Source: an optimization exercise on an open RTL-to-GDS flow (aim: small area and a short achievable clock period). Production flows keep margins and buffers that such runs may drop. RTL that was checked went through simulation tests only; none was proved equivalent to the original. Power is estimated from default activity; no workload was simulated.

Setup of JK:
==> module mac_pfx, before the edit <==
module mac_pfx (
  input  logic [15:0] hi_q,
  output logic [15:0] ones, zeros
);
  always_comb begin
    for (int i = 0; i < 16; i++) begin
      ones[i] = &(hi_q | (16'hffff << i));
      zeros[i] = ~(|(hi_q & ~(16'hffff << i)));
    end
  end
endmodule
==> module mac_hi, before the edit <==
module mac_hi (
  input  logic [15:0] hi_q,
  input  logic up_q, dn_q,
  output logic [15:0] hi
);
  logic [15:0] ones, zeros;
  mac_pfx u_pfx (.hi_q, .ones, .zeros);
  assign hi = hi_q ^ (({16{up_q}} & ones) | ({16{dn_q}} & zeros));
endmodule
Settings: LEC_CHECK=0, CAP_MARGIN=20, CORE_MARGIN=2, CORE_UTILIZATION=40, SETUP_SLACK_MARGIN=3.5, SLEW_MARGIN=20, SYNTH_HIERARCHICAL=1; clock period 9.0 ns.
standard.sh (not shown) runs the stock make flow with config.mk's settings and CLKGATE_MAP_FILE= SYNTH_SCRIPT=/design/flow/synth_recipe.tcl, a recipe that flattens the netlist after the stock synthesis.
==> flow/flow/run.sh <==
#!/bin/bash
# Standard ORFS layout with three changes:
#  - after the standard synthesis, full adders are re-polarised (flow/fapol.py)
#    to drop most of the inverters Yosys leaves between them;
#  - input ports are buffered with buf_4 (flow/pre_place.tcl) and output
#    ports with buf_1, instead of the default buffer cell.
# Each tool's output goes to a log file of its own in this folder.
set -euo pipefail
R=orfs/results/${FLOW_PLATFORM}/systolic_array/base
bash standard.sh synth > synth.log 2>&1
python3 flow/fapol.py $R/1_2_yosys.v $R/1_2_yosys_pol.v > fapol.log 2>&1
cp $R/1_2_yosys.v 1_2_yosys_std.v
mv $R/1_2_yosys_pol.v $R/1_2_yosys.v
rm -f $R/1_synth.odb $R/1_synth.sdc
export PRE_GLOBAL_PLACE_TCL=$PWD/flow/pre_place.tcl
export POST_GLOBAL_PLACE_TCL=$PWD/flow/post_place.tcl
export BUFFER_PORTS_ARGS="-outputs -buffer_cell sky130_fd_sc_hd__buf_1"
bash standard.sh finish > layout.log 2>&1
Other scripts of this flow, unchanged in this note and not shown: flow/flow/fapol.py, flow/flow/post_place.tcl, flow/flow/pre_place.tcl
Edits applied to the flow inputs when going from JK to MS:
-- flow/design.v --
<<< JK, line 88
  assign co = G8_15;
endmodule
module mac_pfx (
  input  logic [15:0] hi_q,
  output logic [15:0] ones, zeros
);
  always_comb begin
    for (int i = 0; i < 16; i++) begin
      ones[i] = &(hi_q | (16'hffff << i));
      zeros[i] = ~(|(hi_q & ~(16'hffff << i)));
    end
  end
endmodule
module mac_hi (
  input  logic [15:0] hi_q,
>>> MS, line 88
  assign co = G8_15;
endmodule
module mac_hi (
  input  logic [15:0] hi_q,
<<< JK, line 104
  output logic [15:0] hi
);
  logic [15:0] ones, zeros;
  mac_pfx u_pfx (.hi_q, .ones, .zeros);
  assign hi = hi_q ^ (({16{up_q}} & ones) | ({16{dn_q}} & zeros));
endmodule
module mac (
>>> MS, line 93
  output logic [15:0] hi
);
  always_comb begin
    for (int i = 0; i < 16; i++) begin
      hi[i] = hi_q[i] ^ ((up_q & (&(hi_q | (16'hffff << i)))) |
                         (dn_q & ~(|(hi_q & ~(16'hffff << i)))));
    end
  end
endmodule
module mac (
Findings:
- A termination of the worst setup path of mac32[9] is what JK shows, while mac11[30] belongs to MS.
- Power in MS vs JK: up about 5%
- Changes observed in MS relative to JK: non-clock buffer count shows an increase of 15%; number of instances in the synthesized netlist shows a reduction of 5.1%; placement row count shows a reduction of 4; area of the placeable core shows a reduction of 4.8%; sequential share of layout area shows no meaningful change.
- Switching power is higher on MS
- The number of buffers created by CTS in MS sits about 1.8% below the value recorded for JK.
- Total area of sequential cells across JK and MS: no real change.
- JK → MS: largest net degree at the start of global routing now larger; die area fell by about 4.5%; final critical-path required period went up; fraction of the core area covered by cells at the end of the flow increased by 2.2 points relative to the old numbers; number of DRC violations after detailed-routing iteration 0 shows a reduction of 313.
No functional check of the RTL was part of JK.

========
systolic_array, a different RTL version from the one above (not shown whole).
For scale: ~6500 cells after synthesis, ~640 flip-flops, about 64000 um2 of cells after synthesis.
make LEC_CHECK=0 CAP_MARGIN=20 CORE_MARGIN=2 CORE_UTILIZATION=40 SETUP_SLACK_MARGIN=3 SLEW_MARGIN=20 SYNTH_HIERARCHICAL=1 finish   # period 9.0 ns
run.sh (not shown) runs the stock make flow with config.mk's settings and CLKGATE_MAP_FILE= SYNTH_SCRIPT=/design/flow/synth_recipe.tcl, a recipe that flattens the netlist after the stock synthesis.
Stock flow here: none of the scripts above is used.
Then changed:
--- a/flow/design.v
+++ b/flow/design.v
@@ -1,14 +1,14 @@
 module mac (
   input  logic clk, rst,
-  input  logic en, clear,
+  input  logic clear,
   input  logic [7:0] a,    
   input  logic [7:0] b,    
   output logic [31:0] accumulate
 );
   logic [15:0] lo_q, hi_q;
   logic up_q, dn_q;
   wire [15:0] al = lo_q;
   wire pp1 = a[0] & b[0];
   wire pp2 = a[0] & b[1];
   wire pp3 = a[0] & b[2];
   wire pp4 = a[0] & b[3];
@@ -280,26 +280,26 @@
                          (dn_q & ~(|(hi_q & ~(16'hffff << i)))));
     end
   end
   assign accumulate = {hi, lo_q};
   always_ff @(posedge clk or posedge rst) begin
     if (rst) begin
       lo_q <= '0;
       hi_q <= '0;
       up_q <= 1'b0;
       dn_q <= 1'b0;
     end else begin
-      lo_q <= clear ? 16'd0 : en ? lo[15:0] : lo_q;
-      hi_q <= clear ? 16'd0 : hi;
-      up_q <= ~clear & en & cnt[1];
-      dn_q <= ~clear & en & ~cnt[1] & ~cnt[0];
+      lo_q <= lo[15:0] & {16{~clear}};
+      hi_q <= hi & {16{~clear}};
+      up_q <= cnt[1];
+      dn_q <= ~cnt[1] & ~cnt[0];
     end
   end
 endmodule
 module systolic_array #(
   parameter int ROW_DIM = 4
 ) (
   input logic clk, rst,
   input logic en, clear,
   input logic signed [7:0] row0_in, row1_in, row2_in, row3_in,
   input logic signed [7:0] col0_in, col1_in, col2_in, col3_in,
   output logic signed [31:0] mac00, mac01, mac02, mac03,  
@@ -320,36 +320,35 @@
     else if (en) valid <= {valid[2:1], 1'b1};
   end
   always_ff @(posedge clk) begin
     if (en) begin
       for (int c = 0; c < 4; c++) begin
         x1[c] <= col_in[c];
         x2[c] <= x1[c];
         x3[c] <= x2[c];
       end
     end
   end
-  logic [7:0] b1 [4], b2 [4], b3 [4];
-  always_comb begin
-    for (int c = 0; c < 4; c++) begin
-      b1[c] = x1[c] & {8{valid[1]}};
-      b2[c] = x2[c] & {8{valid[2]}};
-      b3[c] = x3[c] & {8{valid[3]}};
-    end
-  end
-  mac u00 (.clk, .rst, .en, .clear, .a(row0_in), .b(col0_in), .accumulate(mac00));
-  mac u01 (.clk, .rst, .en, .clear, .a(row1_in), .b(b1[0]),   .accumulate(mac01));
-  mac u02 (.clk, .rst, .en, .clear, .a(row2_in), .b(b2[0]),   .accumulate(mac02));
-  mac u03 (.clk, .rst, .en, .clear, .a(row3_in), .b(b3[0]),   .accumulate(mac03));
-  mac u10 (.clk, .rst, .en, .clear, .a(row0_in), .b(col1_in), .accumulate(mac10));
-  mac u11 (.clk, .rst, .en, .clear, .a(row1_in), .b(b1[1]),   .accumulate(mac11));
-  mac u12 (.clk, .rst, .en, .clear, .a(row2_in), .b(b2[1]),   .accumulate(mac12));
-  mac u13 (.clk, .rst, .en, .clear, .a(row3_in), .b(b3[1]),   .accumulate(mac13));
-  mac u20 (.clk, .rst, .en, .clear, .a(row0_in), .b(col2_in), .accumulate(mac20));
-  mac u21 (.clk, .rst, .en, .clear, .a(row1_in), .b(b1[2]),   .accumulate(mac21));
-  mac u22 (.clk, .rst, .en, .clear, .a(row2_in), .b(b2[2]),   .accumulate(mac22));
-  mac u23 (.clk, .rst, .en, .clear, .a(row3_in), .b(b3[2]),   .accumulate(mac23));
-  mac u30 (.clk, .rst, .en, .clear, .a(row0_in), .b(col3_in), .accumulate(mac30));
-  mac u31 (.clk, .rst, .en, .clear, .a(row1_in), .b(b1[3]),   .accumulate(mac31));
-  mac u32 (.clk, .rst, .en, .clear, .a(row2_in), .b(b2[3]),   .accumulate(mac32));
-  mac u33 (.clk, .rst, .en, .clear, .a(row3_in), .b(b3[3]),   .accumulate(mac33));
+  logic step;
+  assign step = en & ~clear;
+  logic signed [7:0] r0, r1, r2, r3;
+  assign r0 = row0_in & {8{step}};
+  assign r1 = row1_in & {8{step & valid[1]}};
+  assign r2 = row2_in & {8{step & valid[2]}};
+  assign r3 = row3_in & {8{step & valid[3]}};
+  mac u00 (.clk, .rst, .clear, .a(r0), .b(col0_in), .accumulate(mac00));
+  mac u01 (.clk, .rst, .clear, .a(r1), .b(x1[0]),   .accumulate(mac01));
+  mac u02 (.clk, .rst, .clear, .a(r2), .b(x2[0]),   .accumulate(mac02));
+  mac u03 (.clk, .rst, .clear, .a(r3), .b(x3[0]),   .accumulate(mac03));
+  mac u10 (.clk, .rst, .clear, .a(r0), .b(col1_in), .accumulate(mac10));
+  mac u11 (.clk, .rst, .clear, .a(r1), .b(x1[1]),   .accumulate(mac11));
+  mac u12 (.clk, .rst, .clear, .a(r2), .b(x2[1]),   .accumulate(mac12));
+  mac u13 (.clk, .rst, .clear, .a(r3), .b(x3[1]),   .accumulate(mac13));
+  mac u20 (.clk, .rst, .clear, .a(r0), .b(col2_in), .accumulate(mac20));
+  mac u21 (.clk, .rst, .clear, .a(r1), .b(x1[2]),   .accumulate(mac21));
+  mac u22 (.clk, .rst, .clear, .a(r2), .b(x2[2]),   .accumulate(mac22));
+  mac u23 (.clk, .rst, .clear, .a(r3), .b(x3[2]),   .accumulate(mac23));
+  mac u30 (.clk, .rst, .clear, .a(r0), .b(col3_in), .accumulate(mac30));
+  mac u31 (.clk, .rst, .clear, .a(r1), .b(x1[3]),   .accumulate(mac31));
+  mac u32 (.clk, .rst, .clear, .a(r2), .b(x2[3]),   .accumulate(mac32));
+  mac u33 (.clk, .rst, .clear, .a(r3), .b(x3[3]),   .accumulate(mac33));
 endmodule
Outcome: The new run went through all stages and came out clean; synthesized cell count drops by about 6%; non-clock buffer count increases by 58; worst hold slack improved by 0.053 ns; design area fell by about 1%; area after synthesis decreases by about 4.4%.
No run of this note included a check of the RTL's function; only the layout flow was run.

[static timing again, ports no longer ideal]
The flow's constraints put no driver on any port. The routed layouts listed below were extracted and timed again, unchanged, in two steps. Step 1 assumes that a clkbuf_16 drives the clock port and a buf_2 every other input. Step 2 moves the port delays by t, midway between the first and last clock arrival at a register: inputs arrive t later, outputs are due t later. That takes back most of the time a late clock gives input paths. a / b / c = no drivers / after step 1 / after step 2; a / b = the first two.
| run | t, ns | setup WS [ns] | slew at the worst register clock pin (ns) | worst slew at a driven data input, ns |
|---|---|---|---|---|
| JK | 0.820 | 3.572 / 3.493 / 3.423 | 0.06 / 0.06 | 0.19 |
| MS | 0.845 | 3.055 / 2.972 / 3.418 | 0.06 / 0.06 | 0.13 |
| the first run of note 2 | 0.759 | 3.171 / 3.209 / 2.450 | 0.07 / 0.07 | 0.09 |
| the second run of note 2 | 0.772 | 2.957 / 2.853 / 2.081 | 0.07 / 0.07 | 0.24 |
After both steps setup and hold are still met in every run listed. For the second run of note 2, which loses most, drivers alone change the setup slack by -0.104 ns; drivers and shift together by -0.876 ns.
